What follows belongs to an exercise in optimizing a design on an open flow for small area and a short achievable clock period; a production flow would make more cautious choices.
The RTL was checked by simulation tests, not by an equivalence proof against the original design.

== wip/fjord ==
==> flow/design.v (excerpt) <==
module wallace_tree_multiplier (
    input  logic        clk,
    input  logic        reset,
    input  logic [31:0] multiplicand,
    input  logic [31:0] multiplier,
    output logic [63:0] product,
    output logic        overflow
);
    logic [15:0] one, two, neg;
    logic [33:0] ae;
    assign ae = {multiplicand[31], multiplicand, 1'b0};
    logic [32:0] pp0;
    logic [32:0] pp1;
    logic [32:0] pp2;
    logic [32:0] pp3;
    logic [32:0] pp4;
    logic [32:0] pp5;
    logic [32:0] pp6;
    logic [32:0] pp7;
    logic [32:0] pp8;
    logic [32:0] pp9;
    logic [32:0] pp10;
    logic [32:0] pp11;
    logic [32:0] pp12;
    logic [32:0] pp13;
    logic [32:0] pp14;
    logic [32:0] pp15;
  ...
For scale: roughly 130 I/O pins, roughly 0.024 mm^2 of cells after synthesis.
Settings: LEC_CHECK=0, ABC_AREA=1, CAP_MARGIN=20, CORE_MARGIN=2, CORE_UTILIZATION=40, SETUP_SLACK_MARGIN=4.5, SLEW_MARGIN=20, SYNTH_HIERARCHICAL=1; clock period 13.5 ns.
standard.sh (not shown) runs the stock make flow with config.mk's settings and CLKGATE_MAP_FILE= SYNTH_SCRIPT=/design/flow/synth_recipe.tcl, a recipe that flattens the netlist after the stock synthesis.
==> flow/flow/run.sh <==
#!/bin/bash
# Standard ORFS layout, with plain buf_1 cells as the port buffers (buffer_ports
# otherwise picks a delay-cell buffer for every port).
set -euo pipefail
export BUFFER_PORTS_ARGS="-buffer_cell sky130_fd_sc_hd__buf_1"
bash standard.sh > standard_flow.log 2>&1
wip/fjord completed every stage of the flow, and the final layout passed the timing, design-rule and antenna checks.
The inputs of wip/indigo differ from those of wip/fjord as listed below.
Settings: swapping 4.5 for 4 in SETUP_SLACK_MARGIN; swapping 40 for 50 in CORE_UTILIZATION.
Results
wip/indigo reports a higher sequential share of cell area than wip/fjord does. As of wip/indigo, core area had fallen by more than 10% compared to wip/fjord. Taking wip/indigo as 1.0, wip/fjord lands at 1.12 on horizontal die dimension. wip/indigo against wip/fjord; wire length of the first global-routing pass is down slightly. wip/indigo against wip/fjord: required time reported for the critical path endpoint increased by 20 ps relative to the old numbers; time the worst path needs with I/O delays and setup increased by 400 ps relative to the old numbers.
Input changes introduced in wip/nickel (baseline for comparison: wip/indigo):
Settings: CORE_UTILIZATION changed from 50 to 40; SETUP_SLACK_MARGIN changed from 4 to 5.
Die area was higher in wip/nickel than in wip/indigo.
Re placeable core region: wip/indigo was lower than wip/nickel.
From wip/indigo to wip/nickel the numbers moved as follows: count of clock-buffer cells in the layout neither gained nor lost much, post-layout worst setup margin picked up an extra 810 ps.
Relative to wip/nickel, the following input files were edited for wip/quartz:
Settings: CORE_UTILIZATION: 40 -> 70; SETUP_SLACK_MARGIN: 5 -> 4.5.
Notes after the runs:
Stage delay of the slowest cell on the critical path: wip/quartz < wip/nickel
Taking wip/nickel as the reference, in wip/quartz fraction of the cycle the final worst path needs has increased; design area lost about 8%; initial antenna violation count down 2.
Setup WNS wip/nickel -> wip/quartz: worse
Per the comparison of wip/quartz with wip/nickel, per-cell routed wire length went down; sequential share of layout area climbed 0.53 points; die outline area lower.
The inputs of wip/violet differ from those of wip/quartz as listed below.
Settings: CORE_UTILIZATION now 60, was 70.
Notes after the runs:
- wip/quartz -> wip/violet: post-layout instance area flat
- When wip/violet is measured against wip/quartz, its fraction of area in multi-input gates turns out 0.35 points lower.
- Total number of H-tree levels essentially unchanged between wip/quartz and wip/violet.
- Detailed-routed wire length on met3 (wip/violet vs. wip/quartz) decreases by more than 10%
- wip/violet -> wip/quartz: part of the cycle the worst path needs flat
- Of the two candidates, wip/quartz has the better wire length and wip/violet the worse one.
- Where worst hold slack is concerned, wip/quartz is better than wip/violet.
- Compared to wip/quartz, wip/violet shows a wider setup margin.

---

## run 3
Starting RTL as in the previous note.
export LEC_CHECK = 0
export ABC_AREA = 1
export CAP_MARGIN = 20
export CORE_MARGIN = 2
export CORE_UTILIZATION = 50
export SETUP_SLACK_MARGIN = 4.5
export SLEW_MARGIN = 20
export SYNTH_HIERARCHICAL = 1
create_clock -name core_clock -period 13.5 [get_ports {clk}]
Scripts as last shown in full above: flow/flow/run.sh
The final layout from run 3, which completed every stage, passed the timing, design-rule and antenna checks at the end of the flow.
The following lists how run 1 was set up differently from run 3:
- CORE_UTILIZATION changed from 50 to 60
- SETUP_SLACK_MARGIN changed from 4.5 to 5
Findings:
Run 1 completed every stage of the flow, and the final layout passed the timing, design-rule and antenna checks. As far as total met2 wirelength after detailed routing is concerned, run 1 and run 3 perform about the same. Of run 1 and run 3, run 1 shows the lower final critical-path share of the clock period, with run 3 above it. Re die area: run 1 and run 3 aren't equal, and the higher value belongs to run 3. Run 1 supports a higher top clock frequency than run 3. Summary of run 1 over run 3: count of buffers not belonging to the clock network in the layout increased by 36 relative to the old numbers; footprint of the multi-input gates moved up. Worst setup slack up 0.46 ns in run 1 wrt run 3. ~same clock network area share in run 1 and run 3.

[separate check: timing with driven ports]
How much do the figures lean on ideal ports? The routed layouts below were timed once more, with nothing changed but the port constraints. Step 1 sets driving cells, clkbuf_16 on the clock port and buf_2 on the other inputs (assumed; they add their load-dependent delay and slew). Step 2 times the ports against the registers' clock, not the clock port: input delays grow and output delays shrink by t, the midpoint of the rising clock arrivals with the driver on. a / b / c = ideal ports / drivers / drivers and shift; a / b = the first two.
run | shift t [ns] | setup WS [ns] | slew at the worst register clock pin (ns) | worst data-port slew with drivers (ns)
wip/fjord | 0.441 | 4.676 / 4.711 / 4.270 | 0.06 / 0.06 | 0.07
wip/indigo | 0.447 | 4.275 / 4.314 / 3.868 | 0.06 / 0.06 | 0.07
wip/nickel | 0.442 | 5.082 / 5.119 / 4.678 | 0.06 / 0.06 | 0.07
wip/quartz | 0.404 | 4.681 / 4.700 / 4.296 | 0.06 / 0.06 | 0.05
wip/violet | 0.410 | 4.691 / 4.712 / 4.302 | 0.06 / 0.06 | 0.06
run 3 | 0.443 | 4.691 / 4.711 / 4.269 | 0.06 / 0.06 | 0.07
run 1 | 0.415 | 5.149 / 5.152 / 4.737 | 0.06 / 0.06 | 0.06
After both steps every run listed still meets setup and hold. The setup slack of run 3, which loses most, moves by +0.020 ns with the drivers and by -0.422 ns with both steps.
